Source: an optimization exercise on an open RTL-to-GDS flow (aim: small area). Production flows keep margins and buffers that such runs may drop. At most, simulation tests tie the RTL to the original design; equivalence was not proved. Function not checked in run 2: the RTL went through the layout flow alone.

==> design.v <==
module nuc_mul (input [14:0] k, input [15:0] d, output [30:13] p);
wire pp1;
wire pp2;
wire pp3;
wire pp4;
wire pp5;
wire pp6;
wire pp7;
wire pp8;
wire pp9;
wire pp10;
wire pp11;
wire pp12;
wire pp13;
wire pp14;
wire pp15;
wire pp16;
wire pp17;
wire pp18;
wire pp19;
wire pp20;
wire pp21;
wire pp22;
wire pp23;
wire pp24;
wire pp25;
wire pp26;
wire pp27;
wire pp28;
wire pp29;
wire pp30;
wire pp31;
wire pp32;
wire pp33;
wire pp34;
wire pp35;
wire pp36;
wire pp37;
wire pp38;
wire pp39;
wire pp40;
wire pp41;
wire pp42;
wire pp43;
wire pp44;
wire pp45;
wire pp46;
wire pp47;
wire pp48;
wire pp49;
wire pp50;
wire pp51;
wire pp52;
wire pp53;
wire pp54;
wire pp55;
wire pp56;
wire pp57;
wire pp58;
wire pp59;
wire pp60;
wire pp61;
wire pp62;
wire pp63;
wire pp64;
wire pp65;
wire pp66;
wire pp67;
wire pp68;
wire pp69;
wire pp70;
wire pp71;
wire pp72;
wire pp73;
wire pp74;
wire pp75;
wire pp76;
wire pp77;
wire pp78;
wire pp79;
wire pp80;
wire pp81;
wire pp82;
wire pp83;
wire pp84;
wire pp85;
wire pp86;
wire pp87;
wire pp88;
wire pp89;
wire pp90;
wire pp91;
wire pp92;
wire pp93;
wire pp94;
wire pp95;
wire pp96;
wire pp97;
wire pp98;
wire pp99;
wire pp100;
wire pp101;
wire pp102;
wire pp103;
wire pp104;
wire pp105;
wire pp106;
wire pp107;
wire pp108;
wire pp109;
wire pp110;
wire pp111;
wire pp112;
wire pp113;
wire pp114;
wire pp115;
wire pp116;
wire pp117;
wire pp118;
wire pp119;
wire pp120;
wire pp121;
wire pp122;
wire pp123;
wire pp124;
wire pp125;
wire pp126;
wire pp127;
wire pp128;
wire pp129;
wire pp130;
wire pp131;
wire pp132;
wire pp133;
wire pp134;
wire pp135;
wire pp136;
wire pp137;
wire pp138;
wire pp139;
wire pp140;
wire pp141;
wire pp142;
wire pp143;
wire pp144;
wire pp145;
wire pp146;
wire pp147;
wire pp148;
wire pp149;
wire pp150;
wire pp151;
wire pp152;
wire pp153;
wire pp154;
wire pp155;
wire pp156;
wire pp157;
wire pp158;
wire pp159;
wire pp160;
wire pp161;
wire pp162;
wire pp163;
wire pp164;
wire pp165;
wire pp166;
wire pp167;
wire pp168;
wire pp169;
wire pp170;
wire pp171;
wire pp172;
wire pp173;
wire pp174;
wire pp175;
wire pp176;
wire pp177;
wire pp178;
wire pp179;
wire pp180;
wire pp181;
wire pp182;
wire pp183;
wire pp184;
wire pp185;
wire pp186;
wire pp187;
wire pp188;
wire pp189;
wire pp190;
wire pp191;
wire pp192;
wire pp193;
wire pp194;
wire pp195;
wire pp196;
wire pp197;
wire pp198;
wire pp199;
wire pp200;
wire pp201;
wire pp202;
wire pp203;
wire pp204;
wire pp205;
wire pp206;
wire pp207;
wire pp208;
wire pp209;
wire pp210;
wire pp211;
wire pp212;
wire pp213;
wire pp214;
wire pp215;
wire pp216;
wire pp217;
wire pp218;
wire pp219;
wire pp220;
wire pp221;
wire pp222;
wire pp223;
wire pp224;
wire pp225;
wire pp226;
wire pp227;
wire pp228;
wire pp229;
wire pp230;
wire pp231;
wire pp232;
wire pp233;
wire pp234;
wire pp235;
wire pp236;
wire pp237;
wire pp238;
wire pp239;
wire pp240;
wire s241;
wire c242;
wire s243;
wire c244;
wire s245;
wire c246;
wire s247;
wire c248;
wire s249;
wire c250;
wire s251;
wire c252;
wire s253;
wire c254;
wire s255;
wire c256;
wire s257;
wire c258;
wire s259;
wire c260;
wire s261;
wire c262;
wire s263;
wire c264;
wire s265;
wire c266;
wire s267;
wire c268;
wire s269;
wire c270;
wire s271;
wire c272;
wire s273;
wire c274;
wire s275;
wire c276;
wire s277;
wire c278;
wire s279;
wire c280;
wire s281;
wire c282;
wire s283;
wire c284;
wire s285;
wire c286;
wire s287;
wire c288;
wire s289;
wire c290;
wire s291;
wire c292;
wire s293;
wire c294;
wire s295;
wire c296;
wire s297;
wire c298;
wire s299;
wire c300;
wire s301;
wire c302;
wire s303;
wire c304;
wire s305;
wire c306;
wire s307;
wire c308;
wire s309;
wire c310;
wire s311;
wire c312;
wire s313;
wire c314;
wire s315;
wire c316;
wire s317;
wire c318;
wire s319;
wire c320;
wire s321;
wire c322;
wire s323;
wire c324;
wire s325;
wire c326;
wire s327;
wire c328;
wire s329;
wire c330;
wire s331;
wire c332;
wire s333;
wire c334;
wire s335;
wire c336;
wire s337;
wire c338;
wire s339;
wire c340;
wire s341;
wire c342;
wire s343;
wire c344;
wire s345;
wire c346;
wire s347;
wire c348;
wire s349;
wire c350;
wire s351;
wire c352;
wire s353;
wire c354;
wire s355;
wire c356;
wire s357;
wire c358;
wire s359;
wire c360;
wire s361;
wire c362;
wire s363;
wire c364;
wire s365;
wire c366;
wire s367;
wire c368;
wire s369;
wire c370;
wire s371;
wire c372;
wire s373;
wire c374;
wire s375;
wire c376;
wire s377;
wire c378;
wire s379;
wire c380;
wire s381;
wire c382;
wire s383;
wire c384;
wire s385;
wire c386;
wire s387;
wire c388;
wire s389;
wire c390;
wire s391;
wire c392;
wire s393;
wire c394;
wire s395;
wire c396;
wire s397;
wire c398;
wire s399;
wire c400;
wire s401;
wire c402;
wire s403;
wire c404;
wire s405;
wire c406;
wire s407;
wire c408;
wire s409;
wire c410;
wire s411;
wire c412;
wire s413;
wire c414;
wire s415;
wire c416;
wire s417;
wire c418;
wire s419;
wire c420;
wire s421;
wire c422;
wire s423;
wire c424;
wire s425;
wire c426;
wire s427;
wire c428;
wire s429;
wire c430;
wire s431;
wire c432;
wire s433;
wire c434;
wire s435;
wire c436;
wire s437;
wire c438;
wire s439;
wire c440;
wire s441;
wire c442;
wire s443;
wire c444;
wire s445;
wire c446;
wire s447;
wire c448;
wire s449;
wire c450;
wire s451;
wire c452;
wire s453;
wire c454;
wire s455;
wire c456;
wire s457;
wire c458;
wire s459;
wire c460;
wire s461;
wire c462;
wire s463;
wire c464;
wire s465;
wire c466;
wire s467;
wire c468;
wire s469;
wire c470;
wire s471;
wire c472;
wire s473;
wire c474;
wire s475;
wire c476;
wire s477;
wire c478;
wire s479;
wire c480;
wire s481;
wire c482;
wire s483;
wire c484;
wire s485;
wire c486;
wire s487;
wire c488;
wire s489;
wire c490;
wire s491;
wire c492;
wire s493;
wire c494;
wire s495;
wire c496;
wire s497;
wire c498;
wire s499;
wire c500;
wire s501;
wire c502;
wire s503;
wire c504;
wire s505;
wire c506;
wire s507;
wire c508;
wire s509;
wire c510;
wire s511;
wire c512;
wire s513;
wire c514;
wire s515;
wire c516;
wire s517;
wire c518;
wire s519;
wire c520;
wire s521;
wire c522;
wire s523;
wire c524;
wire s525;
wire c526;
wire s527;
wire c528;
wire s529;
wire c530;
wire s531;
wire c532;
wire s533;
wire c534;
wire s535;
wire c536;
wire s537;
wire c538;
wire s539;
wire c540;
wire s541;
wire c542;
wire s543;
wire c544;
wire s545;
wire c546;
wire s547;
wire c548;
wire s549;
wire c550;
wire s551;
wire c552;
wire s553;
wire c554;
wire s555;
wire c556;
wire s557;
wire c558;
wire s559;
wire c560;
wire s561;
wire c562;
wire s563;
wire c564;
wire s565;
wire c566;
wire s567;
wire c568;
wire s569;
wire c570;
wire s571;
wire c572;
wire s573;
wire c574;
wire s575;
wire c576;
wire s577;
wire c578;
wire s579;
wire c580;
wire s581;
wire c582;
wire s583;
wire c584;
wire s585;
wire c586;
wire s587;
wire c588;
wire s589;
wire c590;
wire s591;
wire c592;
wire s593;
wire c594;
wire s595;
wire c596;
wire s597;
wire c598;
wire s599;
wire c600;
wire s601;
wire c602;
wire s603;
wire c604;
wire s605;
wire c606;
wire s607;
wire c608;
wire s609;
wire c610;
wire s611;
wire c612;
wire s613;
wire c614;
wire s615;
wire c616;
wire s617;
wire c618;
wire s619;
wire c620;
wire s621;
wire c622;
wire s623;
wire c624;
wire s625;
wire c626;
wire s627;
wire c628;
wire s629;
wire c630;
wire s631;
wire c632;
assign pp1 = ~(k[0] & d[0]);
assign pp2 = ~(k[0] & d[1]);
assign pp3 = ~(k[0] & d[2]);
assign pp4 = ~(k[0] & d[3]);
assign pp5 = ~(k[0] & d[4]);
assign pp6 = ~(k[0] & d[5]);
assign pp7 = ~(k[0] & d[6]);
assign pp8 = ~(k[0] & d[7]);
assign pp9 = ~(k[0] & d[8]);
assign pp10 = ~(k[0] & d[9]);
assign pp11 = ~(k[0] & d[10]);
assign pp12 = ~(k[0] & d[11]);
assign pp13 = ~(k[0] & d[12]);
assign pp14 = ~(k[0] & d[13]);
assign pp15 = ~(k[0] & d[14]);
assign pp16 = k[0] & d[15];
assign pp17 = ~(k[1] & d[0]);
assign pp18 = ~(k[1] & d[1]);
assign pp19 = ~(k[1] & d[2]);
assign pp20 = ~(k[1] & d[3]);
assign pp21 = ~(k[1] & d[4]);
assign pp22 = ~(k[1] & d[5]);
assign pp23 = ~(k[1] & d[6]);
assign pp24 = ~(k[1] & d[7]);
assign pp25 = ~(k[1] & d[8]);
assign pp26 = ~(k[1] & d[9]);
assign pp27 = ~(k[1] & d[10]);
assign pp28 = ~(k[1] & d[11]);
assign pp29 = ~(k[1] & d[12]);
assign pp30 = ~(k[1] & d[13]);
assign pp31 = ~(k[1] & d[14]);
assign pp32 = k[1] & d[15];
assign pp33 = ~(k[2] & d[0]);
assign pp34 = ~(k[2] & d[1]);
assign pp35 = ~(k[2] & d[2]);
assign pp36 = ~(k[2] & d[3]);
assign pp37 = ~(k[2] & d[4]);
assign pp38 = ~(k[2] & d[5]);
assign pp39 = ~(k[2] & d[6]);
assign pp40 = ~(k[2] & d[7]);
assign pp41 = ~(k[2] & d[8]);
assign pp42 = ~(k[2] & d[9]);
assign pp43 = ~(k[2] & d[10]);
assign pp44 = ~(k[2] & d[11]);
assign pp45 = ~(k[2] & d[12]);
assign pp46 = ~(k[2] & d[13]);
assign pp47 = ~(k[2] & d[14]);
assign pp48 = k[2] & d[15];
assign pp49 = ~(k[3] & d[0]);
assign pp50 = ~(k[3] & d[1]);
assign pp51 = ~(k[3] & d[2]);
assign pp52 = ~(k[3] & d[3]);
assign pp53 = ~(k[3] & d[4]);
assign pp54 = ~(k[3] & d[5]);
assign pp55 = ~(k[3] & d[6]);
assign pp56 = ~(k[3] & d[7]);
assign pp57 = ~(k[3] & d[8]);
assign pp58 = ~(k[3] & d[9]);
assign pp59 = ~(k[3] & d[10]);
assign pp60 = ~(k[3] & d[11]);
assign pp61 = ~(k[3] & d[12]);
assign pp62 = ~(k[3] & d[13]);
assign pp63 = ~(k[3] & d[14]);
assign pp64 = k[3] & d[15];
assign pp65 = ~(k[4] & d[0]);
assign pp66 = ~(k[4] & d[1]);
assign pp67 = ~(k[4] & d[2]);
assign pp68 = ~(k[4] & d[3]);
assign pp69 = ~(k[4] & d[4]);
assign pp70 = ~(k[4] & d[5]);
assign pp71 = ~(k[4] & d[6]);
assign pp72 = ~(k[4] & d[7]);
assign pp73 = ~(k[4] & d[8]);
assign pp74 = ~(k[4] & d[9]);
assign pp75 = ~(k[4] & d[10]);
assign pp76 = ~(k[4] & d[11]);
assign pp77 = ~(k[4] & d[12]);
assign pp78 = ~(k[4] & d[13]);
assign pp79 = ~(k[4] & d[14]);
assign pp80 = k[4] & d[15];
assign pp81 = ~(k[5] & d[0]);
assign pp82 = ~(k[5] & d[1]);
assign pp83 = ~(k[5] & d[2]);
assign pp84 = ~(k[5] & d[3]);
assign pp85 = ~(k[5] & d[4]);
assign pp86 = ~(k[5] & d[5]);
assign pp87 = ~(k[5] & d[6]);
assign pp88 = ~(k[5] & d[7]);
assign pp89 = ~(k[5] & d[8]);
assign pp90 = ~(k[5] & d[9]);
assign pp91 = ~(k[5] & d[10]);
assign pp92 = ~(k[5] & d[11]);
assign pp93 = ~(k[5] & d[12]);
assign pp94 = ~(k[5] & d[13]);
assign pp95 = ~(k[5] & d[14]);
assign pp96 = k[5] & d[15];
assign pp97 = ~(k[6] & d[0]);
assign pp98 = ~(k[6] & d[1]);
assign pp99 = ~(k[6] & d[2]);
assign pp100 = ~(k[6] & d[3]);
assign pp101 = ~(k[6] & d[4]);
assign pp102 = ~(k[6] & d[5]);
assign pp103 = ~(k[6] & d[6]);
assign pp104 = ~(k[6] & d[7]);
assign pp105 = ~(k[6] & d[8]);
assign pp106 = ~(k[6] & d[9]);
assign pp107 = ~(k[6] & d[10]);
assign pp108 = ~(k[6] & d[11]);
assign pp109 = ~(k[6] & d[12]);
assign pp110 = ~(k[6] & d[13]);
assign pp111 = ~(k[6] & d[14]);
assign pp112 = k[6] & d[15];
assign pp113 = ~(k[7] & d[0]);
assign pp114 = ~(k[7] & d[1]);
assign pp115 = ~(k[7] & d[2]);
assign pp116 = ~(k[7] & d[3]);
assign pp117 = ~(k[7] & d[4]);
assign pp118 = ~(k[7] & d[5]);
assign pp119 = ~(k[7] & d[6]);
assign pp120 = ~(k[7] & d[7]);
assign pp121 = ~(k[7] & d[8]);
assign pp122 = ~(k[7] & d[9]);
assign pp123 = ~(k[7] & d[10]);
assign pp124 = ~(k[7] & d[11]);
assign pp125 = ~(k[7] & d[12]);
assign pp126 = ~(k[7] & d[13]);
assign pp127 = ~(k[7] & d[14]);
assign pp128 = k[7] & d[15];
assign pp129 = ~(k[8] & d[0]);
assign pp130 = ~(k[8] & d[1]);
assign pp131 = ~(k[8] & d[2]);
assign pp132 = ~(k[8] & d[3]);
assign pp133 = ~(k[8] & d[4]);
assign pp134 = ~(k[8] & d[5]);
assign pp135 = ~(k[8] & d[6]);
assign pp136 = ~(k[8] & d[7]);
assign pp137 = ~(k[8] & d[8]);
assign pp138 = ~(k[8] & d[9]);
assign pp139 = ~(k[8] & d[10]);
assign pp140 = ~(k[8] & d[11]);
assign pp141 = ~(k[8] & d[12]);
assign pp142 = ~(k[8] & d[13]);
assign pp143 = ~(k[8] & d[14]);
assign pp144 = k[8] & d[15];
assign pp145 = ~(k[9] & d[0]);
assign pp146 = ~(k[9] & d[1]);
assign pp147 = ~(k[9] & d[2]);
assign pp148 = ~(k[9] & d[3]);
assign pp149 = ~(k[9] & d[4]);
assign pp150 = ~(k[9] & d[5]);
assign pp151 = ~(k[9] & d[6]);
assign pp152 = ~(k[9] & d[7]);
assign pp153 = ~(k[9] & d[8]);
assign pp154 = ~(k[9] & d[9]);
assign pp155 = ~(k[9] & d[10]);
assign pp156 = ~(k[9] & d[11]);
assign pp157 = ~(k[9] & d[12]);
assign pp158 = ~(k[9] & d[13]);
assign pp159 = ~(k[9] & d[14]);
assign pp160 = k[9] & d[15];
assign pp161 = ~(k[10] & d[0]);
assign pp162 = ~(k[10] & d[1]);
assign pp163 = ~(k[10] & d[2]);
assign pp164 = ~(k[10] & d[3]);
assign pp165 = ~(k[10] & d[4]);
assign pp166 = ~(k[10] & d[5]);
assign pp167 = ~(k[10] & d[6]);
assign pp168 = ~(k[10] & d[7]);
assign pp169 = ~(k[10] & d[8]);
assign pp170 = ~(k[10] & d[9]);
assign pp171 = ~(k[10] & d[10]);
assign pp172 = ~(k[10] & d[11]);
assign pp173 = ~(k[10] & d[12]);
assign pp174 = ~(k[10] & d[13]);
assign pp175 = ~(k[10] & d[14]);
assign pp176 = k[10] & d[15];
assign pp177 = ~(k[11] & d[0]);
assign pp178 = ~(k[11] & d[1]);
assign pp179 = ~(k[11] & d[2]);
assign pp180 = ~(k[11] & d[3]);
assign pp181 = ~(k[11] & d[4]);
assign pp182 = ~(k[11] & d[5]);
assign pp183 = ~(k[11] & d[6]);
assign pp184 = ~(k[11] & d[7]);
assign pp185 = ~(k[11] & d[8]);
assign pp186 = ~(k[11] & d[9]);
assign pp187 = ~(k[11] & d[10]);
assign pp188 = ~(k[11] & d[11]);
assign pp189 = ~(k[11] & d[12]);
assign pp190 = ~(k[11] & d[13]);
assign pp191 = ~(k[11] & d[14]);
assign pp192 = k[11] & d[15];
assign pp193 = ~(k[12] & d[0]);
assign pp194 = ~(k[12] & d[1]);
assign pp195 = ~(k[12] & d[2]);
assign pp196 = ~(k[12] & d[3]);
assign pp197 = ~(k[12] & d[4]);
assign pp198 = ~(k[12] & d[5]);
assign pp199 = ~(k[12] & d[6]);
assign pp200 = ~(k[12] & d[7]);
assign pp201 = ~(k[12] & d[8]);
assign pp202 = ~(k[12] & d[9]);
assign pp203 = ~(k[12] & d[10]);
assign pp204 = ~(k[12] & d[11]);
assign pp205 = ~(k[12] & d[12]);
assign pp206 = ~(k[12] & d[13]);
assign pp207 = ~(k[12] & d[14]);
assign pp208 = k[12] & d[15];
assign pp209 = ~(k[13] & d[0]);
assign pp210 = ~(k[13] & d[1]);
assign pp211 = ~(k[13] & d[2]);
assign pp212 = ~(k[13] & d[3]);
assign pp213 = ~(k[13] & d[4]);
assign pp214 = ~(k[13] & d[5]);
assign pp215 = ~(k[13] & d[6]);
assign pp216 = ~(k[13] & d[7]);
assign pp217 = ~(k[13] & d[8]);
assign pp218 = ~(k[13] & d[9]);
assign pp219 = ~(k[13] & d[10]);
assign pp220 = ~(k[13] & d[11]);
assign pp221 = ~(k[13] & d[12]);
assign pp222 = ~(k[13] & d[13]);
assign pp223 = ~(k[13] & d[14]);
assign pp224 = k[13] & d[15];
assign pp225 = ~(k[14] & d[0]);
assign pp226 = ~(k[14] & d[1]);
assign pp227 = ~(k[14] & d[2]);
assign pp228 = ~(k[14] & d[3]);
assign pp229 = ~(k[14] & d[4]);
assign pp230 = ~(k[14] & d[5]);
assign pp231 = ~(k[14] & d[6]);
assign pp232 = ~(k[14] & d[7]);
assign pp233 = ~(k[14] & d[8]);
assign pp234 = ~(k[14] & d[9]);
assign pp235 = ~(k[14] & d[10]);
assign pp236 = ~(k[14] & d[11]);
assign pp237 = ~(k[14] & d[12]);
assign pp238 = ~(k[14] & d[13]);
assign pp239 = ~(k[14] & d[14]);
assign pp240 = k[14] & d[15];
nuc_fa u242 (pp14, pp29, 1'b1, s241, c242);
nuc_fa u244 (pp15, pp30, pp45, s243, c244);
nuc_fa u246 (pp60, pp75, 1'b1, s245, c246);
nuc_fa u248 (pp16, pp31, pp46, s247, c248);
nuc_fa u250 (pp61, pp76, pp91, s249, c250);
nuc_fa u252 (pp106, pp121, 1'b1, s251, c252);
nuc_fa u254 (pp32, pp47, pp62, s253, c254);
nuc_fa u256 (pp77, pp92, pp107, s255, c256);
nuc_fa u258 (pp48, pp63, pp78, s257, c258);
nuc_fa u260 (pp10, pp25, 1'b1, s259, c260);
nuc_fa u262 (pp11, pp26, pp41, s261, c262);
nuc_fa u264 (pp56, pp71, 1'b1, s263, c264);
nuc_fa u266 (pp12, pp27, pp42, s265, c266);
nuc_fa u268 (pp57, pp72, pp87, s267, c268);
nuc_fa u270 (pp102, pp117, 1'b1, s269, c270);
nuc_fa u272 (pp13, pp28, pp43, s271, c272);
nuc_fa u274 (pp58, pp73, pp88, s273, c274);
nuc_fa u276 (pp103, pp118, pp133, s275, c276);
nuc_fa u278 (pp148, pp163, 1'b1, s277, c278);
nuc_fa u280 (s241, pp44, pp59, s279, c280);
nuc_fa u282 (pp74, pp89, pp104, s281, c282);
nuc_fa u284 (pp119, pp134, pp149, s283, c284);
nuc_fa u286 (pp164, pp179, pp194, s285, c286);
nuc_fa u288 (s243, s245, pp90, s287, c288);
nuc_fa u290 (pp105, pp120, pp135, s289, c290);
nuc_fa u292 (pp150, pp165, pp180, s291, c292);
nuc_fa u294 (pp195, pp210, pp225, s293, c294);
nuc_fa u296 (s247, s249, s251, s295, c296);
nuc_fa u298 (pp136, pp151, pp166, s297, c298);
nuc_fa u300 (pp181, pp196, pp211, s299, c300);
nuc_fa u302 (pp226, 1'b0, c244, s301, c302);
nuc_fa u304 (s253, s255, pp122, s303, c304);
nuc_fa u306 (pp137, pp152, pp167, s305, c306);
nuc_fa u308 (pp182, pp197, pp212, s307, c308);
nuc_fa u310 (pp227, c248, c250, s309, c310);
nuc_fa u312 (s257, pp93, pp108, s311, c312);
nuc_fa u314 (pp123, pp138, pp153, s313, c314);
nuc_fa u316 (pp168, pp183, pp198, s315, c316);
nuc_fa u318 (pp213, pp228, c254, s317, c318);
nuc_fa u320 (pp64, pp79, pp94, s319, c320);
nuc_fa u322 (pp109, pp124, pp139, s321, c322);
nuc_fa u324 (pp154, pp169, pp184, s323, c324);
nuc_fa u326 (pp199, pp214, pp229, s325, c326);
nuc_fa u328 (pp80, pp95, pp110, s327, c328);
nuc_fa u330 (pp125, pp140, pp155, s329, c330);
nuc_fa u332 (pp170, pp185, pp200, s331, c332);
nuc_fa u334 (pp96, pp111, pp126, s333, c334);
nuc_fa u336 (pp141, pp156, pp171, s335, c336);
nuc_fa u338 (pp112, pp127, pp142, s337, c338);
nuc_fa u340 (pp7, pp22, 1'b1, s339, c340);
nuc_fa u342 (pp8, pp23, pp38, s341, c342);
nuc_fa u344 (pp53, pp68, 1'b1, s343, c344);
nuc_fa u346 (pp9, pp24, pp39, s345, c346);
nuc_fa u348 (pp54, pp69, pp84, s347, c348);
nuc_fa u350 (pp99, pp114, 1'b1, s349, c350);
nuc_fa u352 (s259, pp40, pp55, s351, c352);
nuc_fa u354 (pp70, pp85, pp100, s353, c354);
nuc_fa u356 (pp115, pp130, pp145, s355, c356);
nuc_fa u358 (s261, s263, pp86, s357, c358);
nuc_fa u360 (pp101, pp116, pp131, s359, c360);
nuc_fa u362 (pp146, pp161, c260, s361, c362);
nuc_fa u364 (s265, s267, s269, s363, c364);
nuc_fa u366 (pp132, pp147, pp162, s365, c366);
nuc_fa u368 (pp177, c262, c264, s367, c368);
nuc_fa u370 (s271, s273, s275, s369, c370);
nuc_fa u372 (s277, pp178, pp193, s371, c372);
nuc_fa u374 (c266, c268, c270, s373, c374);
nuc_fa u376 (s279, s281, s283, s375, c376);
nuc_fa u378 (s285, pp209, c272, s377, c378);
nuc_fa u380 (c274, c276, c278, s379, c380);
nuc_fa u382 (s287, s289, s291, s381, c382);
nuc_fa u384 (s293, c242, c280, s383, c384);
nuc_fa u386 (c282, c284, c286, s385, c386);
nuc_fa u388 (s295, s297, s299, s387, c388);
nuc_fa u390 (s301, c246, c288, s389, c390);
nuc_fa u392 (c290, c292, c294, s391, c392);
nuc_fa u394 (s303, s305, s307, s393, c394);
nuc_fa u396 (s309, c252, c296, s395, c396);
nuc_fa u398 (c298, c300, c302, s397, c398);
nuc_fa u400 (s311, s313, s315, s399, c400);
nuc_fa u402 (s317, c256, c304, s401, c402);
nuc_fa u404 (c306, c308, c310, s403, c404);
nuc_fa u406 (s319, s321, s323, s405, c406);
nuc_fa u408 (s325, c258, c312, s407, c408);
nuc_fa u410 (c314, c316, c318, s409, c410);
nuc_fa u412 (s327, s329, s331, s411, c412);
nuc_fa u414 (pp215, pp230, c320, s413, c414);
nuc_fa u416 (c322, c324, c326, s415, c416);
nuc_fa u418 (s333, s335, pp186, s417, c418);
nuc_fa u420 (pp201, pp216, pp231, s419, c420);
nuc_fa u422 (c328, c330, c332, s421, c422);
nuc_fa u424 (s337, pp157, pp172, s423, c424);
nuc_fa u426 (pp187, pp202, pp217, s425, c426);
nuc_fa u428 (pp232, c334, c336, s427, c428);
nuc_fa u430 (pp128, pp143, pp158, s429, c430);
nuc_fa u432 (pp173, pp188, pp203, s431, c432);
nuc_fa u434 (pp218, pp233, c338, s433, c434);
nuc_fa u436 (pp144, pp159, pp174, s435, c436);
nuc_fa u438 (pp189, pp204, pp219, s437, c438);
nuc_fa u440 (pp160, pp175, pp190, s439, c440);
nuc_fa u442 (pp5, pp20, 1'b1, s441, c442);
nuc_fa u444 (pp6, pp21, pp36, s443, c444);
nuc_fa u446 (pp51, pp66, 1'b1, s445, c446);
nuc_fa u448 (s339, pp37, pp52, s447, c448);
nuc_fa u450 (pp67, pp82, pp97, s449, c450);
nuc_fa u452 (s341, s343, pp83, s451, c452);
nuc_fa u454 (pp98, pp113, c340, s453, c454);
nuc_fa u456 (s345, s347, s349, s455, c456);
nuc_fa u458 (pp129, c342, c344, s457, c458);
nuc_fa u460 (s351, s353, s355, s459, c460);
nuc_fa u462 (c346, c348, c350, s461, c462);
nuc_fa u464 (s357, s359, s361, s463, c464);
nuc_fa u466 (c352, c354, c356, s465, c466);
nuc_fa u468 (s363, s365, s367, s467, c468);
nuc_fa u470 (c358, c360, c362, s469, c470);
nuc_fa u472 (s369, s371, s373, s471, c472);
nuc_fa u474 (c364, c366, c368, s473, c474);
nuc_fa u476 (s375, s377, s379, s475, c476);
nuc_fa u478 (c370, c372, c374, s477, c478);
nuc_fa u480 (s381, s383, s385, s479, c480);
nuc_fa u482 (c376, c378, c380, s481, c482);
nuc_fa u484 (s387, s389, s391, s483, c484);
nuc_fa u486 (c382, c384, c386, s485, c486);
nuc_fa u488 (s393, s395, s397, s487, c488);
nuc_fa u490 (c388, c390, c392, s489, c490);
nuc_fa u492 (s399, s401, s403, s491, c492);
nuc_fa u494 (c394, c396, c398, s493, c494);
nuc_fa u496 (s405, s407, s409, s495, c496);
nuc_fa u498 (c400, c402, c404, s497, c498);
nuc_fa u500 (s411, s413, s415, s499, c500);
nuc_fa u502 (c406, c408, c410, s501, c502);
nuc_fa u504 (s417, s419, s421, s503, c504);
nuc_fa u506 (c412, c414, c416, s505, c506);
nuc_fa u508 (s423, s425, s427, s507, c508);
nuc_fa u510 (c418, c420, c422, s509, c510);
nuc_fa u512 (s429, s431, s433, s511, c512);
nuc_fa u514 (c424, c426, c428, s513, c514);
nuc_fa u516 (s435, s437, pp234, s515, c516);
nuc_fa u518 (c430, c432, c434, s517, c518);
nuc_fa u520 (s439, pp205, pp220, s519, c520);
nuc_fa u522 (pp235, c436, c438, s521, c522);
nuc_fa u524 (pp176, pp191, pp206, s523, c524);
nuc_fa u526 (pp221, pp236, c440, s525, c526);
nuc_fa u528 (pp192, pp207, pp222, s527, c528);
nuc_fa u530 (pp4, pp19, 1'b1, s529, c530);
nuc_fa u532 (s441, pp35, pp50, s531, c532);
nuc_fa u534 (s443, s445, pp81, s533, c534);
nuc_fa u536 (s447, s449, c444, s535, c536);
nuc_fa u538 (s451, s453, c448, s537, c538);
nuc_fa u540 (s455, s457, c452, s539, c540);
nuc_fa u542 (s459, s461, c456, s541, c542);
nuc_fa u544 (s463, s465, c460, s543, c544);
nuc_fa u546 (s467, s469, c464, s545, c546);
nuc_fa u548 (s471, s473, c468, s547, c548);
nuc_fa u550 (s475, s477, c472, s549, c550);
nuc_fa u552 (s479, s481, c476, s551, c552);
nuc_fa u554 (s483, s485, c480, s553, c554);
nuc_fa u556 (s487, s489, c484, s555, c556);
nuc_fa u558 (s491, s493, c488, s557, c558);
nuc_fa u560 (s495, s497, c492, s559, c560);
nuc_fa u562 (s499, s501, c496, s561, c562);
nuc_fa u564 (s503, s505, c500, s563, c564);
nuc_fa u566 (s507, s509, c504, s565, c566);
nuc_fa u568 (s511, s513, c508, s567, c568);
nuc_fa u570 (s515, s517, c512, s569, c570);
nuc_fa u572 (s519, s521, c516, s571, c572);
nuc_fa u574 (s523, s525, c520, s573, c574);
nuc_fa u576 (s527, pp237, c524, s575, c576);
nuc_fa u578 (pp208, pp223, pp238, s577, c578);
nuc_fa u580 (pp3, pp18, 1'b1, s579, c580);
nuc_fa u582 (s529, pp34, pp49, s581, c582);
nuc_fa u584 (s531, pp65, c530, s583, c584);
nuc_fa u586 (s533, c442, c532, s585, c586);
nuc_fa u588 (s535, c446, c534, s587, c588);
nuc_fa u590 (s537, c450, c536, s589, c590);
nuc_fa u592 (s539, c454, c538, s591, c592);
nuc_fa u594 (s541, c458, c540, s593, c594);
nuc_fa u596 (s543, c462, c542, s595, c596);
nuc_fa u598 (s545, c466, c544, s597, c598);
nuc_fa u600 (s547, c470, c546, s599, c600);
nuc_fa u602 (s549, c474, c548, s601, c602);
nuc_fa u604 (s551, c478, c550, s603, c604);
nuc_fa u606 (s553, c482, c552, s605, c606);
nuc_fa u608 (s555, c486, c554, s607, c608);
nuc_fa u610 (s557, c490, c556, s609, c610);
nuc_fa u612 (s559, c494, c558, s611, c612);
nuc_fa u614 (s561, c498, c560, s613, c614);
nuc_fa u616 (s563, c502, c562, s615, c616);
nuc_fa u618 (s565, c506, c564, s617, c618);
nuc_fa u620 (s567, c510, c566, s619, c620);
nuc_fa u622 (s569, c514, c568, s621, c622);
nuc_fa u624 (s571, c518, c570, s623, c624);
nuc_fa u626 (s573, c522, c572, s625, c626);
nuc_fa u628 (s575, c526, c574, s627, c628);
nuc_fa u630 (s577, c528, c576, s629, c630);
nuc_fa u632 (pp224, pp239, c578, s631, c632);
wire [30:0] ra = {1'b0, pp240, s631, s629, s627, s625, s623, s621, s619, s617, s615, s613, s611, s609, s607, s605, s603, s601, s599, s597, s595, s593, s591, s589, s587, s585, s583, s581, s579, pp2, pp1};
wire [30:0] rb = {1'b1, c632, c630, c628, c626, c624, c622, c620, c618, c616, c614, c612, c610, c608, c606, c604, c602, c600, c598, c596, c594, c592, c590, c588, c586, c584, c582, c580, pp33, pp17, 1'b1};
wire [13:0] lc;
assign lc[0] = 1'b1;
nuc_maj m0 (ra[0], rb[0], lc[0], lc[1]);
nuc_maj m1 (ra[1], rb[1], lc[1], lc[2]);
nuc_maj m2 (ra[2], rb[2], lc[2], lc[3]);
nuc_maj m3 (ra[3], rb[3], lc[3], lc[4]);
nuc_maj m4 (ra[4], rb[4], lc[4], lc[5]);
nuc_maj m5 (ra[5], rb[5], lc[5], lc[6]);
nuc_maj m6 (ra[6], rb[6], lc[6], lc[7]);
nuc_maj m7 (ra[7], rb[7], lc[7], lc[8]);
nuc_maj m8 (ra[8], rb[8], lc[8], lc[9]);
nuc_maj m9 (ra[9], rb[9], lc[9], lc[10]);
nuc_maj m10 (ra[10], rb[10], lc[10], lc[11]);
nuc_maj m11 (ra[11], rb[11], lc[11], lc[12]);
nuc_maj m12 (ra[12], rb[12], lc[12], lc[13]);
wire [17:0] hg = ra[30:13] & rb[30:13];
wire [17:0] hp = ra[30:13] ^ rb[30:13];
wire bg1 = hg[1] | (hp[1] & hg[0]);
wire bp1 = hp[1] & hp[0];
wire bg2 = hg[3] | (hp[3] & hg[2]);
wire bp2 = hp[3] & hp[2];
wire bg3 = hg[5] | (hp[5] & hg[4]);
wire bp3 = hp[5] & hp[4];
wire bg4 = hg[7] | (hp[7] & hg[6]);
wire bp4 = hp[7] & hp[6];
wire bg5 = hg[9] | (hp[9] & hg[8]);
wire bp5 = hp[9] & hp[8];
wire bg6 = hg[11] | (hp[11] & hg[10]);
wire bp6 = hp[11] & hp[10];
wire bg7 = hg[13] | (hp[13] & hg[12]);
wire bp7 = hp[13] & hp[12];
wire bg8 = hg[15] | (hp[15] & hg[14]);
wire bp8 = hp[15] & hp[14];
wire bg9 = bg2 | (bp2 & bg1);
wire bp9 = bp2 & bp1;
wire bg10 = bg4 | (bp4 & bg3);
wire bp10 = bp4 & bp3;
wire bg11 = bg6 | (bp6 & bg5);
wire bp11 = bp6 & bp5;
wire bg12 = bg8 | (bp8 & bg7);
wire bp12 = bp8 & bp7;
wire bg13 = bg10 | (bp10 & bg9);
wire bp13 = bp10 & bp9;
wire bg14 = bg12 | (bp12 & bg11);
wire bp14 = bp12 & bp11;
wire bg15 = bg14 | (bp14 & bg13);
wire bp15 = bp14 & bp13;
wire bg16 = bg11 | (bp11 & bg13);
wire bp16 = bp11 & bp13;
wire bg17 = bg3 | (bp3 & bg9);
wire bp17 = bp3 & bp9;
wire bg18 = bg5 | (bp5 & bg13);
wire bp18 = bp5 & bp13;
wire bg19 = bg7 | (bp7 & bg16);
wire bp19 = bp7 & bp16;
wire bg20 = hg[2] | (hp[2] & bg1);
wire bp20 = hp[2] & bp1;
wire bg21 = hg[4] | (hp[4] & bg9);
wire bp21 = hp[4] & bp9;
wire bg22 = hg[6] | (hp[6] & bg17);
wire bp22 = hp[6] & bp17;
wire bg23 = hg[8] | (hp[8] & bg13);
wire bp23 = hp[8] & bp13;
wire bg24 = hg[10] | (hp[10] & bg18);
wire bp24 = hp[10] & bp18;
wire bg25 = hg[12] | (hp[12] & bg16);
wire bp25 = hp[12] & bp16;
wire bg26 = hg[14] | (hp[14] & bg19);
wire bp26 = hp[14] & bp19;
wire bg27 = hg[16] | (hp[16] & bg15);
wire bp27 = hp[16] & bp15;
wire [17:0] hc;
assign hc[0] = lc[13];
assign hc[1] = hg[0] | (hp[0] & lc[13]);
assign hc[2] = bg1 | (bp1 & lc[13]);
assign hc[3] = bg20 | (bp20 & lc[13]);
assign hc[4] = bg9 | (bp9 & lc[13]);
assign hc[5] = bg21 | (bp21 & lc[13]);
assign hc[6] = bg17 | (bp17 & lc[13]);
assign hc[7] = bg22 | (bp22 & lc[13]);
assign hc[8] = bg13 | (bp13 & lc[13]);
assign hc[9] = bg23 | (bp23 & lc[13]);
assign hc[10] = bg18 | (bp18 & lc[13]);
assign hc[11] = bg24 | (bp24 & lc[13]);
assign hc[12] = bg16 | (bp16 & lc[13]);
assign hc[13] = bg25 | (bp25 & lc[13]);
assign hc[14] = bg19 | (bp19 & lc[13]);
assign hc[15] = bg26 | (bp26 & lc[13]);
assign hc[16] = bg15 | (bp15 & lc[13]);
assign hc[17] = bg27 | (bp27 & lc[13]);
assign p = ~(hp ^ hc);
endmodule
module nuc_maj (input a, input b, input c, output y);
assign y = (a & b) | (a & c) | (b & c);
endmodule
module nuc_fa (input a, input b, input c, output s, output co);
assign s = a ^ b ^ c;
assign co = (a & b) | (a & c) | (b & c);
endmodule
`timescale 1ns / 1ps
module nonuniform_top_v0 #(
    parameter IMAGE_WIDE_LENGTH = 256    ,
    parameter IMAGE_HIGH_LENGTH = 192    ,
    parameter ADDRS_DW          = 21     ,
    parameter DW                = 16
) (
    input                               i_rst_n                 ,
    input                               i_clk                   ,
    input   [DW-1:0]                    i_data                  ,
    input                               i_hs                    ,
    input                               i_vs                    ,
    input   [3:0]                       i_clac_b_mean_num       ,
    input                               i_clac_b_en             ,
    input   [ADDRS_DW-1:0]              i_b_addrs               ,
    output                              o_clac_b_done           ,
    input   [3:0]                       i_data_sel              ,
    input   [ADDRS_DW-1:0]              i_k_addrs               ,
    input                               i_init_k_load           ,
    output                              o_bp_type               ,
    output  [DW-1:0]                    o_data                  ,
    output  [DW-1:0]                    o_calc_b_mean_data      ,
    output  [DW-1:0]                    o_center_y16_data       ,
    output  [DW-1:0]                    o_sub_aver_y16          ,
    output                              o_hs                    ,
    output                              o_vs                    ,
    output                              o_mem_wr_start          ,
    output   [ADDRS_DW-1:0]             o_mem_wr_addrs          ,
    output   [ADDRS_DW-1:0]             o_mem_wr_lengths        ,
    output   [DW-1:0]                   o_mem_wr_data           ,
    output                              o_mem_wr_data_vld       ,
    output                              o_mem_rd0_start         ,
    output   [ADDRS_DW-1:0]             o_mem_rd0_addrs         ,
    output   [ADDRS_DW-1:0]             o_mem_rd0_lengths       ,
    input    [DW-1:0]                   i_mem_rd0_data          ,
    output                              o_mem_rd0_data_req      ,
    output                              o_mem_rd1_start         ,
    output   [ADDRS_DW-1:0]             o_mem_rd1_addrs         ,
    output   [ADDRS_DW-1:0]             o_mem_rd1_lengths       ,
    input    [DW-1:0]                   i_mem_rd1_data          ,
    output                              o_mem_rd1_data_req
);
localparam IMAGE_LENGTH = IMAGE_WIDE_LENGTH * IMAGE_HIGH_LENGTH;
genvar gi;
reg     [12:0]  vsd;
reg     [10:0]  hsd;
always @(posedge i_clk) begin
    vsd <= {vsd[11:0], i_vs};
    hsd <= {hsd[9:0], i_hs};
end
assign o_vs = vsd[10];
assign o_hs = hsd[10];
wire    pix_vld   = i_hs & i_vs;
wire    frame_end = vsd[12] & ~vsd[11];
assign o_mem_rd0_data_req = pix_vld;
assign o_mem_rd1_data_req = pix_vld;
assign o_mem_rd0_addrs    = i_b_addrs;
assign o_mem_wr_addrs     = i_b_addrs;
assign o_mem_rd1_addrs    = i_k_addrs;
assign o_mem_rd0_lengths  = IMAGE_LENGTH;
assign o_mem_rd1_lengths  = IMAGE_LENGTH;
assign o_mem_wr_lengths   = IMAGE_LENGTH;
reg             rd_start;
reg     [1:0]   sel;             
reg             init_k_load;
always @(posedge i_clk) begin
    rd_start <= frame_end;
    if (frame_end) begin
        case (i_data_sel)
        4'b0010: sel <= 2'd1;
        4'b0100: sel <= 2'd2;
        4'b1000: sel <= 2'd3;
        default: sel <= 2'd0;
        endcase
        init_k_load <= i_init_k_load;
    end
end
assign o_mem_rd1_start = rd_start;
reg             calc_en;         
reg     [DW-1:0] data_dly;
always @(posedge i_clk) begin
    data_dly <= i_data;
end
wire    [DW-1:0]    b_word  = calc_en ? 16'd1 : i_mem_rd0_data;
wire    [14:0]      k_word  = init_k_load ? 15'd8192 : i_mem_rd1_data[14:0];
wire    [DW-1:0]    x_sub_b = data_dly - b_word;
wire    [30:13]     prod;        
nuc_mul mul_inst (.k(k_word), .d(x_sub_b), .p(prod));
reg     [DW-1:0]    raw_word;
always @(*) begin
    case (sel)
    2'd1:    raw_word = data_dly;
    2'd2:    raw_word = b_word;
    default: raw_word = {1'b0, k_word};
    endcase
end
function [15:0] sat16;
    input [17:0] p;
    reg          pos, neg;
    begin
        pos   = !p[17] && (p[16] | p[15]);
        neg   =  p[17] && !(p[16] & p[15]);
        sat16 = {neg | (p[15] & !pos), {15{pos}} | (p[14:0] & {15{!neg}})};
    end
endfunction
reg     [17:0]      pipe0;
reg     [DW-1:0]    pipe [1:9];
reg     [9:0]       bp_pipe;
integer i;
always @(posedge i_clk) begin
    pipe0 <= (sel == 2'd0) ? prod : {{2{raw_word[DW-1]}}, raw_word};
    pipe[1] <= sat16(pipe0);
    for (i = 2; i < 10; i = i + 1)
        pipe[i] <= pipe[i-1];
    bp_pipe <= {bp_pipe[8:0], i_mem_rd1_data[DW-1]};
end
assign o_data    = pipe[9];
assign o_bp_type = bp_pipe[9];
localparam CENTER_NUM = (IMAGE_HIGH_LENGTH / 2 - 1) * IMAGE_WIDE_LENGTH + IMAGE_WIDE_LENGTH / 2 - 1;
reg     [14:0]  pcnt;
wire    [14:0]  pcnt_inc;
wire    [15:0]  pcnt_c;
assign pcnt_c[0] = 1'b1;
generate
    for (gi = 0; gi < 15; gi = gi + 1) begin : g_pcnt
        nuc_ha u_ha (.a(pcnt[gi]), .b(pcnt_c[gi]), .s(pcnt_inc[gi]), .co(pcnt_c[gi+1]));
    end
endgenerate
always @(posedge i_clk) begin
    if (!i_vs)
        pcnt <= 15'd0;
    else if (i_hs && !(pcnt[14] & pcnt[13]))
        pcnt <= pcnt_inc;
end
wire    center_in = pix_vld && (pcnt == CENTER_NUM);
reg     [3:0]       ccnt;        
reg     [17:0]      center_prod;
reg     [DW-1:0]    center_out;
always @(posedge i_clk) begin
    if (center_in)
        ccnt <= 4'd10;
    else if (ccnt != 4'd0)
        ccnt <= ccnt - 1'b1;
    if (ccnt == 4'd10)
        center_prod <= prod;
    if (ccnt == 4'd1)
        center_out <= sat16(center_prod);
end
assign o_center_y16_data = center_out;
reg     [1:0]   calc_en_dly;
reg             calc_sync;
reg             calc_done;
wire            vs_fall = vsd[1] & ~vsd[0];
wire            vs_rise = ~vsd[1] & vsd[0];
always @(posedge i_clk or negedge i_rst_n) begin
    if (!i_rst_n) begin
        calc_en_dly <= 2'b00;
        calc_sync   <= 1'b0;
        calc_en     <= 1'b0;
    end
    else begin
        calc_en_dly <= {calc_en_dly[0], i_clac_b_en};
        if (vs_fall && calc_sync)
            calc_sync <= 1'b0;
        else if ((calc_en_dly == 2'b01) && !calc_sync)
            calc_sync <= 1'b1;
        if (calc_en && calc_done)
            calc_en <= 1'b0;
        else if (vs_fall && calc_sync)
            calc_en <= 1'b1;
    end
end
reg     [7:0]   start_cnt;
reg     [5:0]   fcnt;
reg             wr_start;
reg             mean_en;
reg             calc_en_d;       
reg     [1:0]   round_d;         
always @(posedge i_clk) begin
    if (!calc_en)
        start_cnt <= 8'h0f;
    else if (i_vs)
        start_cnt <= 8'h00;
    else if (start_cnt != 8'hFF)
        start_cnt <= start_cnt + 8'h01;
    wr_start <= (start_cnt == 8'hF0);
    if (!calc_en)
        fcnt <= 6'd0;
    else if (start_cnt == 8'h0A)
        fcnt <= fcnt + 6'd1;
    case (i_clac_b_mean_num)
    4'b0001: calc_done <= (start_cnt == 8'h0A) && (fcnt > 6'd2 );
    4'b0010: calc_done <= (start_cnt == 8'h0A) && (fcnt > 6'd6 );
    4'b1000: calc_done <= (start_cnt == 8'h0A) && (fcnt > 6'd30);
    default: calc_done <= (start_cnt == 8'h0A) && (fcnt > 6'd14);
    endcase
    if (fcnt == 6'd0)
        mean_en <= 1'b0;
    else if (wr_start) begin
        case (i_clac_b_mean_num)
        4'b0001: if (fcnt == 6'd3 ) mean_en <= 1'b1;
        4'b0010: if (fcnt == 6'd7 ) mean_en <= 1'b1;
        4'b1000: if (fcnt == 6'd3 ) mean_en <= 1'b1;
        default: if (fcnt == 6'd15) mean_en <= 1'b1;
        endcase
    end
    calc_en_d <= calc_en;
    case (i_clac_b_mean_num)
    4'b0001: round_d <= 2'd0;
    4'b0010: round_d <= 2'd1;
    4'b1000: round_d <= 2'd3;
    default: round_d <= 2'd2;
    endcase
end
assign o_clac_b_done   = calc_done;
assign o_mem_wr_start  = wr_start;
assign o_mem_rd0_start = calc_en ? wr_start : rd_start;
reg     [1:0]   sh_c;            
always @(*) begin
    case (i_clac_b_mean_num)
    4'b0001: sh_c = 2'd0;
    4'b0010: sh_c = 2'd1;
    4'b1000: sh_c = 2'd3;
    default: sh_c = 2'd2;
    endcase
end
reg     [13:0]  x_sh;
always @(*) begin
    case (sh_c)
    2'd0:    x_sh = data_dly[15:2];
    2'd1:    x_sh = {1'b0, data_dly[15:3]};
    2'd2:    x_sh = {2'b0, data_dly[15:4]};
    default: x_sh = {3'b0, data_dly[15:5]};
    endcase
end
reg             drop_c;
integer         bi;
always @(*) begin
    drop_c = 1'b1;
    for (bi = 1; bi <= 4; bi = bi + 1)
        if ((bi >= round_d + 1) && (bi <= sh_c + 1) && !data_dly[bi])
            drop_c = 1'b0;
end
wire    [2:0]   t_add;
assign t_add[0] = calc_en_d & ((round_d <= sh_c) ? drop_c : ({1'b0, round_d} == {1'b0, sh_c} + 3'd1));
assign t_add[1] = calc_en_d & ({1'b0, round_d} == {1'b0, sh_c} + 3'd2);
assign t_add[2] = calc_en_d & ({1'b0, round_d} == {1'b0, sh_c} + 3'd3);
wire    [13:0]  a_in = x_sh & {14{calc_en_d}};
wire    [13:0]  a_sum;
wire    [14:0]  a_c;
assign a_c[0] = t_add[0];
generate
    for (gi = 0; gi < 14; gi = gi + 1) begin : g_inc
        if (gi == 1 || gi == 2) begin : g_t
            nuc_ha u_ha (.a(a_in[gi]), .b(a_c[gi] | t_add[gi]), .s(a_sum[gi]), .co(a_c[gi+1]));
        end
        else begin : g_n
            nuc_ha u_ha (.a(a_in[gi]), .b(a_c[gi]), .s(a_sum[gi]), .co(a_c[gi+1]));
        end
    end
endgenerate
wire    [DW-1:0] rd_word = (fcnt == 6'd0) ? 16'd0 : calc_en ? i_mem_rd0_data : 16'd1;
wire    [DW-1:0] add_a   = {1'b0, a_c[14], a_sum};
wire    [DW-1:0] wr_nx;
wire    [DW:0]   wr_c;
assign wr_c[0] = 1'b0;
generate
    for (gi = 0; gi < DW; gi = gi + 1) begin : g_wr
        nuc_fa u_fa (.a(add_a[gi]), .b(rd_word[gi]), .c(wr_c[gi]), .s(wr_nx[gi]), .co(wr_c[gi+1]));
    end
endgenerate
reg     [DW-1:0]    wr_data;
always @(posedge i_clk) begin
    wr_data <= wr_nx;
end
assign o_mem_wr_data     = wr_data;
assign o_mem_wr_data_vld = hsd[1] & vsd[1];
reg     [31:0]  data_sum;
wire    [31:0]  data_sum_nx;
wire    [32:0]  sum_c;
wire            sum_en = mean_en & o_mem_wr_data_vld;
assign sum_c[0] = 1'b0;
wire    [15:0]  hi_ones;         
assign hi_ones[0] = 1'b1;
generate
    for (gi = 0; gi < 32; gi = gi + 1) begin : g_sum
        if (gi < DW) begin : g_fa
            nuc_fa u_fa (.a(data_sum[gi]), .b(wr_data[gi] & sum_en), .c(sum_c[gi]), .s(data_sum_nx[gi]), .co(sum_c[gi+1]));
        end
        else begin : g_inc
            if (gi > DW) begin : g_ones
                assign hi_ones[gi-DW] = hi_ones[gi-DW-1] & data_sum[gi-1];
            end
            assign data_sum_nx[gi] = data_sum[gi] ^ (sum_c[DW] & hi_ones[gi-DW]);
        end
    end
endgenerate
always @(posedge i_clk) begin
    if (vs_rise && calc_en)
        data_sum <= 32'd0;
    else
        data_sum <= data_sum_nx;     
end
localparam D_IDLE = 2'd0, D_S1 = 2'd1, D_S2 = 2'd2, D_S3 = 2'd3;
reg     [1:0]   dstate;
reg     [4:0]   dcnt;
reg     [1:0]   drem;
reg     [16:0]  dsh;
reg             dvld;
reg     [DW-1:0] mean;
wire    [2:0]   dtrial = {drem, dsh[16]};
wire            dq     = (dtrial >= 3'd3);
wire            dstart = (dstate == D_IDLE) && calc_done;
always @(posedge i_clk) begin
    if (!i_rst_n)
        dstate <= D_IDLE;
    else begin
        case (dstate)
        D_IDLE: if (calc_done) dstate <= D_S1;
        D_S1:   dstate <= D_S2;
        D_S2:   dstate <= (dcnt == 5'd0) ? D_S3 : D_S1;
        default: dstate <= D_IDLE;
        endcase
    end
end
always @(posedge i_clk) begin
    if (dstart)
        dcnt <= 5'd31;
    else if (dstate == D_S2)
        dcnt <= dcnt - 1'b1;
    if (dstart) begin
        drem <= {1'b0, data_sum[31]};
        dsh  <= data_sum[30:14];
    end
    else if ((dstate == D_S2) && (dcnt[4] | (dcnt[3:0] == 4'hF))) begin
        drem <= dq ? (dtrial - 3'd3) : dtrial[1:0];
        dsh  <= {dsh[15:0], dq};
    end
    dvld <= (dstate == D_S3);
    if (dvld)
        mean <= dsh[15:0];
end
assign o_calc_b_mean_data = mean;
wire    [DW:0]  sub_c;
assign sub_c[0] = 1'b1;
generate
    for (gi = 0; gi < DW; gi = gi + 1) begin : g_sub
        nuc_fa u_fa (.a(center_out[gi]), .b(~mean[gi]), .c(sub_c[gi]), .s(o_sub_aver_y16[gi]), .co(sub_c[gi+1]));
    end
endgenerate
endmodule
module nuc_ha (input a, input b, output s, output co);
assign s  = a ^ b;
assign co = a & b;
endmodule
==> flow/run.sh <==
#!/bin/bash
# Standard ORFS layout (the standard.sh), with the port buffers made from
# the smallest buffer cell and the clock tree built as below.
set -euo pipefail
export BUFFER_PORTS_ARGS="-buffer_cell sky130_fd_sc_hd__buf_1"
export SKIP_REPAIR_TIE_FANOUT=1
export CTS_ARGS="-sink_clustering_enable -repair_clock_nets -dont_use_dummy_load -buf_list {sky130_fd_sc_hd__clkbuf_4} -sink_clustering_size 10 -sink_clustering_max_diameter 40"
bash standard.sh > standard.log 2>&1
==> standard.sh <==
#!/bin/bash
# synth_recipe.tcl (not shown) runs the flow's synth.tcl, then flattens the netlist and writes it again
# the make line also repeats each setting of config.mk as NAME=value (left out here)
make -C /OpenROAD-flow-scripts/flow DESIGN_CONFIG=/design/flow/config.mk WORK_HOME=/design/flow/orfs CLKGATE_MAP_FILE= SYNTH_SCRIPT=/design/flow/synth_recipe.tcl "${@:-finish}"
==> config.mk <==
export PLATFORM = sky130hd
export DESIGN_NAME = nonuniform_top_v0
export DESIGN_NICKNAME = nonuniform_top_v0
export VERILOG_FILES = /design/flow/design.v
export SDC_FILE = /design/flow/constraint.sdc
export NUM_CORES = 4
export LEC_CHECK = 0
export ABC_AREA = 1
export CAP_MARGIN = 20
export CORE_MARGIN = 2
export CORE_UTILIZATION = 65
export PLACE_DENSITY = 0.8
export SLEW_MARGIN = 20
export SYNTH_HIERARCHICAL = 1
export SYNTH_MINIMUM_KEEP_SIZE = 0
==> constraint.sdc <==
create_clock -name core_clock -period 10.0 [get_ports {i_clk}]
set_input_delay 2.0000 -clock core_clock [delete_from_list [all_inputs] [get_ports {i_clk}]]
set_output_delay 2.0000 -clock core_clock [all_outputs]
set_load 0.01 [all_outputs]
==> results of run 1 <==
-- sequential cells by signal (all words and copies together), names as in the netlist, 11 cells and up --
signal	count
dsh	17
vsd	13
wr_data	16
mean	16
pipe	144
pcnt	15
data_dly	16
center_prod	18
center_out	16
pipe0	18
data_sum	32
hsd	11
-- stage by stage --
stage	std cells	worst slack, ps	setup TNS [ps]
6_report	2663	257.1	0
5_1_grt	2663	39.15	0
3_3_place_gp	2615	-173.7	-173.7
2_1_floorplan	2189	6.415	0
4_1_cts	2661	72.45	0
3_5_place_dp	2615	-396.6	-402.6
-- cell usage in the layout (no fill, tap or decap), types with 4 or more instances in the layout --
cell and count:
a21oi_1 99, buf_4 46, nand2_1 472, nor4_1 4, nand3_1 43, or2_2 5
dfxtp_1 309, xor2_1 16, a211oi_1 12, nor2_1 115, buf_1 151, nand2_2 12
nand3_2 15, inv_1 259, nor3_1 20, nor2_4 4, dfrtp_1 4, a221oi_1 12
xnor2_1 11, o21ai_1 4, o21ai_0 100, clkbuf_4 46, nand4_1 7, edfxtp_1 71
conb_1 4, fa_1 243, a31oi_1 4, ha_1 80
-- routing by layer --
metal / vias up / global-route usage [%] / share of wire, %
met3: 180 / 6.646 / 10
met5: - / 0 / 0
met2: 780 / 47.31 / 47
met1: 6901 / 36.45 / 38
met4: 0 / 12.13 / 4.1
li1: 6770 / - / -
-- path summary, 6_finish.rpt --
path	from	endpoint	slack, ps	depth (start not counted)
max	center_out[0]	o_sub_aver_y16[15]	260	17
min	pipe[1][1]	pipe[2][1]	290	0
max reg2reg	calc_en	pipe0[11]	1400	35
min reg2reg	pipe[1][1]	pipe[2][1]	290	0
max in group asynchronous	i_rst_n	calc_en_dly[1]	8590	1
min in group asynchronous	i_rst_n	calc_en_dly[0]	1190	1
-- per-module statistics from Yosys (local to each module, per instance) --
module	copies in the design	flops+latches	cell area, um2	cells
nonuniform_top_v0	1	384	13920	1438
nuc_fa	244	0	20.02	1
nuc_mul	1	0	1936	426
nuc_ha	29	0	12.51	1
nuc_maj	13	0	21.27	4
-- cell type report --
type | count | share of cell area (%)
multi-input combinational | 1332 | 48.99
sequential | 384 | 38.31
inverter | 261 | 4.458
timing repair buffer | 197 | 4.151
tap | 442 | 2.517
clock buffer | 46 | 1.571
antenna | 1 | 0.01139
-- critical path, stage by stage, from the launching register on --
cell	delay, ps
edfxtp_1	430
fa_1	460
fa_2	390
fa_1	400
fa_1	400
fa_1	400
fa_1	390
fa_1	400
fa_1	400
fa_1	390
fa_1	390
fa_2	370
fa_1	400
fa_1	400
fa_1	410
fa_1	390
fa_1	480
buf_1	150
-- kinds of logic after synthesis --
kind of cell | after synthesis | share of synthesized area [%]
simple gates | 711 | 14.18
buf+inv | 473 | 10.56
flops | 384 | 39.37
fa+ha+maj | 326 | 27.71
compound gates | 260 | 6.840
xor+xnor | 31 | 1.270
other cells | 4 | 0.07020
-- timing repair --
action,in CTS,in global routing
setup endpoints to repair,0,2
setup buffers,0,1
gates resized for setup,0,4
==> run_results.csv, run 1 <==
group,metric,value,unit
grt,grt_pass1_vias,14948,
sta,worstMarginPinSlew,1036,ps
sta,finalHoldViolCount,0,
yosys,synth_cell_types,54,
clocking,clk_path_buf_depth,3,
grt,grt_max_degree,61,
yosys,ys_seq_area_share,39.37,%
detailed_routing,wl,47.45,mm
sta,rsz0062_at_grt,"false",
flow_run,max-cap-violations,0,
grt,grt_pass1_wl,76.19,mm
placement,place.gp.congestion,0.9856,
floorplanning,rows,66,
yosys,yosys.area.top_type,"dfxtp_1",
yosys,syn_area_per_cell,9.768,um2
sta,max_freq,102.6,MHz
clocking,numCtsBuffers,46,
layout,syn_to_final_growth,2.774,%
sta,finalSetupViolCount,0,
worst_setup_path,path_class,"reg -> out",
yosys,synth_cells,2189,
grt,grt-ovfl-total,0,
floorplanning,start_util,65.89,%
detailed_routing,viasPerCell,5.494,
floorplanning,die-height,185.4,um
sta,fin_crit_sh,97.43,%
clocking,hold_buffers,0,
worst_setup_path,worstPathMaxFanout,2,
clocking,cts_max_level,2,
yosys,ys.warnings.count,8,
worst_setup_path,worstPathArrival,7740,ps
placement,placed_cell_area,0.02160,mm2
layout,fin_util,67.72,%
layout,nets,2652,
placement,io_buffers,151,
min_path,min_path_type,"reg -> reg",
yosys,async_flop_share,1.042,%
sta,finClkSkew,74.41,ps
clocking,cts_root_buffer,"clkbuf_4",
floorplanning,io_pins,320,
outcome,status,"timing/DRC/antenna clean",
detailed_routing,drt_iter0_drc,1247,
sta,finalHoldWorstSlack,291.6,ps
yosys,ys_top_cells_by_count,"472 x nand2_1, 309 x dfxtp_1, 259 x inv_1",
placement,dp_hpwl,36.45,mm
grt,grt.total_usage,28.67,%
yosys,synth_area_leaders,"dfxtp_1 29%, fa_1 23%, edfxtp_1 10%, nand2_1 8.3%, ha_1 4.7%",
yosys,synth_top_cell_area_share,28.93,%
worst_setup_path,startpoint_type,"flop",
detailed_routing,drc,0,
layout,final-seq-area,0.008418,mm2
layout,n_fill_cell,2469,
floorplanning,die_w,185.4,um
sta,fin_crit,9743,ps
yosys,synth_area,0.02138,mm2
sta,finalMaxSlewViolations,0,
yosys,synth_seq_cells,384,
clocking,clkTransAtPathRegs,100,ps
yosys,syn-num-nets,2619,
worst_setup_path,end_kind,"primary output",
layout,multi_input_area,0.01077,mm2
detailed_routing,wl_per_cell,17.82,um
worst_setup_path,required,8000,ps
detailed_routing,vias,14631,
clocking,cts_tree,"yes",
yosys,synth_edf_count,71,
clocking,clkLatencyLatePin,660,ps
layout,final_cell_area,0.02198,mm2
floorplanning,die_area,0.03436,mm2
sta,relSlewSlack,30.48,%
detailed_routing,drt.antenna.violating_nets,0,
layout,drive_gt1_share,6.802,%
detailed_routing,drt-pass1-iter-count,6,
grt,antenna_found_initial,2,
floorplanning,core_area,0.03245,mm2
yosys,yosysMostFrequentCell,"nand2_1",
yosys,yosys_most_used_dff,"dfxtp_1",
clocking,cts_sinks,384,
==> inputs of run 2 (changes only) <==
--- a/design.v
+++ b/design.v
@@ -1305,5 +1305,5 @@
 wire    center_in = pix_vld && (pcnt == CENTER_NUM);
 reg     [3:0]       ccnt;        
-reg     [17:0]      center_prod;
+reg     [DW-1:0]    center_y16;
 reg     [DW-1:0]    center_out;
 always @(posedge i_clk) begin
@@ -1313,7 +1313,7 @@
         ccnt <= ccnt - 1'b1;
     if (ccnt == 4'd10)
-        center_prod <= prod;
+        center_y16 <= sat16(prod);
     if (ccnt == 4'd1)
-        center_out <= sat16(center_prod);
+        center_out <= center_y16;
 end
 assign o_center_y16_data = center_out;
==> run 2 against run 1 <==
Still clean. Global-route usage is 0.70 points higher. Final cell count shrank 0.53%. Clock skew is 12 ps lower. First-iteration DRC count is 23% lower. Critical path type unchanged. Critical endpoint unchanged. Highest routed layer is now met5.
==> run_results.csv, run 2 <==
group,metric,value,unit
detailed_routing,drt.antenna.violating_nets,0,
yosys,async_flop_share,1.047,%
worst_setup_path,ff2ff_path_depth,36,
detailed_routing,drt-pass1-iter-count,5,
layout,syn_to_final_growth,3.036,%
outcome,status,"timing/DRC/antenna clean",
yosys,synth_cells,2170,
grt,grt.total_usage,29.37,%
worst_setup_path,path_class,"reg -> out",
layout,final-seq-area,0.008358,mm2
grt,met2_usage,50.11,%
layout,multi_input_area,0.01077,mm2
sta,fin_ws,221.0,ps
worst_setup_path,required,8000,ps
layout,drive_gt1_share,7.664,%
layout,largest_registers,"pipe x144, data_sum x32, pipe0 x18",
worst_setup_path,worstPathArrival,7780,ps
yosys,synth_area,0.02131,mm2
yosys,synth_area_leaders,"dfxtp_1 29%, fa_1 23%, edfxtp_1 9.7%, nand2_1 8.0%, ha_1 4.7%",
grt,grt.busiest_layer,"met2",
detailed_routing,vias,14634,
layout,largest_register,"pipe",
floorplanning,rows,66,
placement,dp_hpwl,37.06,mm
detailed_routing,wl_per_cell,18.25,um
clocking,clk_path_buf_depth,3,
detailed_routing,drc,0,
sta,rsz0062_at_grt,"false",
placement,place.gp.congestion,0.9476,
clocking,cts_max_level,2,
detailed_routing,drt_iter0_drc,960,
sta,max_freq,102.3,MHz
grt,grt_pass1_wl,77.52,mm
detailed_routing,wl,48.34,mm
layout,n_fill_cell,2514,
grt,grt_use_met3,6.941,%
layout,nets,2637,
layout,layout_common_cells,"456 x nand2_1, 309 x dfxtp_1, 256 x inv_1, 242 x fa_1, 149 x buf_1",
yosys,ys.warnings.count,8,
min_path,min_path_type,"reg -> reg",
floorplanning,core_area,0.03237,mm2
clocking,numCtsBuffers,48,
grt,grt-ovfl-total,0,
detailed_routing,viasPerCell,5.524,
clocking,cts_sinks,382,
sta,fin_crit_sh,97.79,%
floorplanning,start_util,65.83,%
yosys,yosys_most_used_dff,"dfxtp_1",
yosys,syn-num-nets,2600,
yosys,synth_cell_types,54,
clocking,clkTransAtPathRegs,100,ps
min_path,hold-path-cell-count,0,
sta,finalHoldViolCount,0,
layout,largest_register_ff_count,144,
yosys,synth_top_cell_area_share,29.03,%
yosys,yosysMostFrequentCell,"nand2_1",
layout,final_common_cell,"nand2_1",
clocking,cts_root_buffer,"clkbuf_4",
grt,use_met1,37.34,%
worst_setup_path,worstPathMaxFanout,2,
floorplanning,die_w,185.1,um
worst_setup_path,startpoint_type,"flop",
grt,grt_pass1_vias,15122,
grt,grt_max_degree,61,
floorplanning,die_area,0.03425,mm2
yosys,yosys.area.top_type,"dfxtp_1",
yosys,ys_top_cells_by_count,"456 x nand2_1, 309 x dfxtp_1, 256 x inv_1",
sta,worstMarginPinSlew,1245,ps
sta,finalSetupViolCount,0,
clocking,hold_buffers,0,
floorplanning,io_pins,320,
clocking,cts_tree,"yes",
yosys,synth_edf_count,69,
placement,io_buffers,151,
sta,fin_crit,9779,ps
clocking,clkLatencyLatePin,670,ps
worst_setup_path,end_kind,"primary output",
sta,relSlewSlack,16.43,%
sta,finalMaxSlewViolations,0,
yosys,ys_seq_area_share,39.22,%
grt,antenna_found_initial,3,
yosys,synth_seq_cells,382,
flow_run,max-cap-violations,0,
yosys,syn_area_per_cell,9.820,um2
placement,place_ws,-329.8,ps
sta,finClkSkew,62.35,ps
floorplanning,die-height,185.1,um
-- run 2: changes by cell type after synthesis, moves of 2 or more --
cell,before,now
nand2_1,472,456
o211ai_1,3,18
o21ai_0,100,86
inv_1,259,256
nor3_1,21,18
a21oi_1,100,102
a22oi_1,2,0
edfxtp_1,71,69
nor4_1,4,2
o22ai_1,3,5
-- run 2: per-module statistics from Yosys, one instance, submodules excluded --
module             copies in the design  cells inside  flip-flops and latches  area (um2)
nonuniform_top_v0                     1          1419                     382       13850
nuc_ha                               29             1                       0       12.51
nuc_fa                              244             1                       0       20.02
nuc_maj                              13             4                       0       21.27
nuc_mul                               1           426                       0        1936
-- run 2: layer usage --
metal | vias up | share of wire (%)
met4 | 4 | 2.7
met3 | 121 | 10
li1 | 6731 | -
met2 | 777 | 48
met5 | - | 0.056
met1 | 7001 | 39
-- run 2: final timing paths --
path                          startpoint            endpoint  slack [ps]
max in group asynchronous        i_rst_n      calc_en_dly[0]        8570
min in group asynchronous        i_rst_n      calc_en_dly[1]        1170
hold / removal               pipe[1][10]         pipe[2][10]         290
setup reg to reg                 calc_en      center_y16[10]        1180
setup / recovery           center_out[0]  o_sub_aver_y16[15]         220
hold reg to reg              pipe[1][10]         pipe[2][10]         290
-- run 2: timing repair --
item                                    in CTS  in global routing
endpoints found under the setup margin       1                  2
resized for setup                            1                  7
setup buffers                                0                  1
pin swaps                                    0                  2
-- run 2: logic make-up after synthesis --
group / after synthesis / synth area share [%]
AOI/OAI and AO/OA: 262 / 7.069
adders and majority gates: 326 / 27.81
other: 4 / 0.07044
buffers and inverters: 471 / 10.56
and+or+nand+nor: 693 / 13.95
DFF: 382 / 39.22
xor gates and xnor gates: 32 / 1.315
-- run 2: final cells by class --
class / instances / share of cell area, %
antenna: 2 / 0.02279
clock buffer: 48 / 1.641
inverter: 258 / 4.411
multi-input combinational: 1317 / 49.07
sequential: 382 / 38.07
tap: 442 / 2.519
timing repair buffer: 200 / 4.268
-- run 2: per-stage QoR --
stage	instance area, um2	hold WS (ps)	util, %	TNS [ps]	instances
after floorplan	21310	309.6	-	0	2170
after global placement	21550	309.7	66.58	-187.2	2598
after detailed placement	21550	312.1	66.58	-329.8	2598
after CTS	21910	281.4	67.70	0	2646
after global routing	21950	293.4	67.82	0	2648
final	21960	290.6	67.83	0	2649
-- run 2: worst max-delay path, stage by stage, from the launching register on --
cell and delay [ps]:
edfxtp_1 510, fa_2 430, fa_2 380, fa_1 390
fa_1 400, fa_1 400, fa_1 400, fa_1 400
fa_1 400, fa_1 410, fa_2 370, fa_1 390
fa_1 400, fa_1 390, fa_1 400, fa_1 410
fa_1 500, clkbuf_2 130

-- separate check: timing with driven ports --
The flow's constraints put no driver on any port. The routed layouts listed below were extracted and timed again, unchanged, in two steps.
Step 1: set_driving_cell puts a clkbuf_16 on i_clk and a buf_2 on each other input, an assumption about the parent block.
Step 2 adds t to the input delays and takes it off the output delays; t is the mean of the earliest and latest rising clock arrival at the registers after step 1. Input paths then give back, and output paths get back, about the clock's delay inside the block.
Three values: ideal ports, drivers, drivers and shift; two values: the first two.
run	t, ns	setup slack, ns	worst data-port slew with drivers (ns)
run 1	0.680	0.257 / 0.209 / -0.358	0.19
run 2	0.690	0.221 / 0.174 / -0.322	0.23
With both steps, setup timing fails in run 1 and run 2, where it was met with ideal ports. For run 1, which loses most, drivers alone change the setup slack by -0.048 ns; drivers and shift together by -0.615 ns.
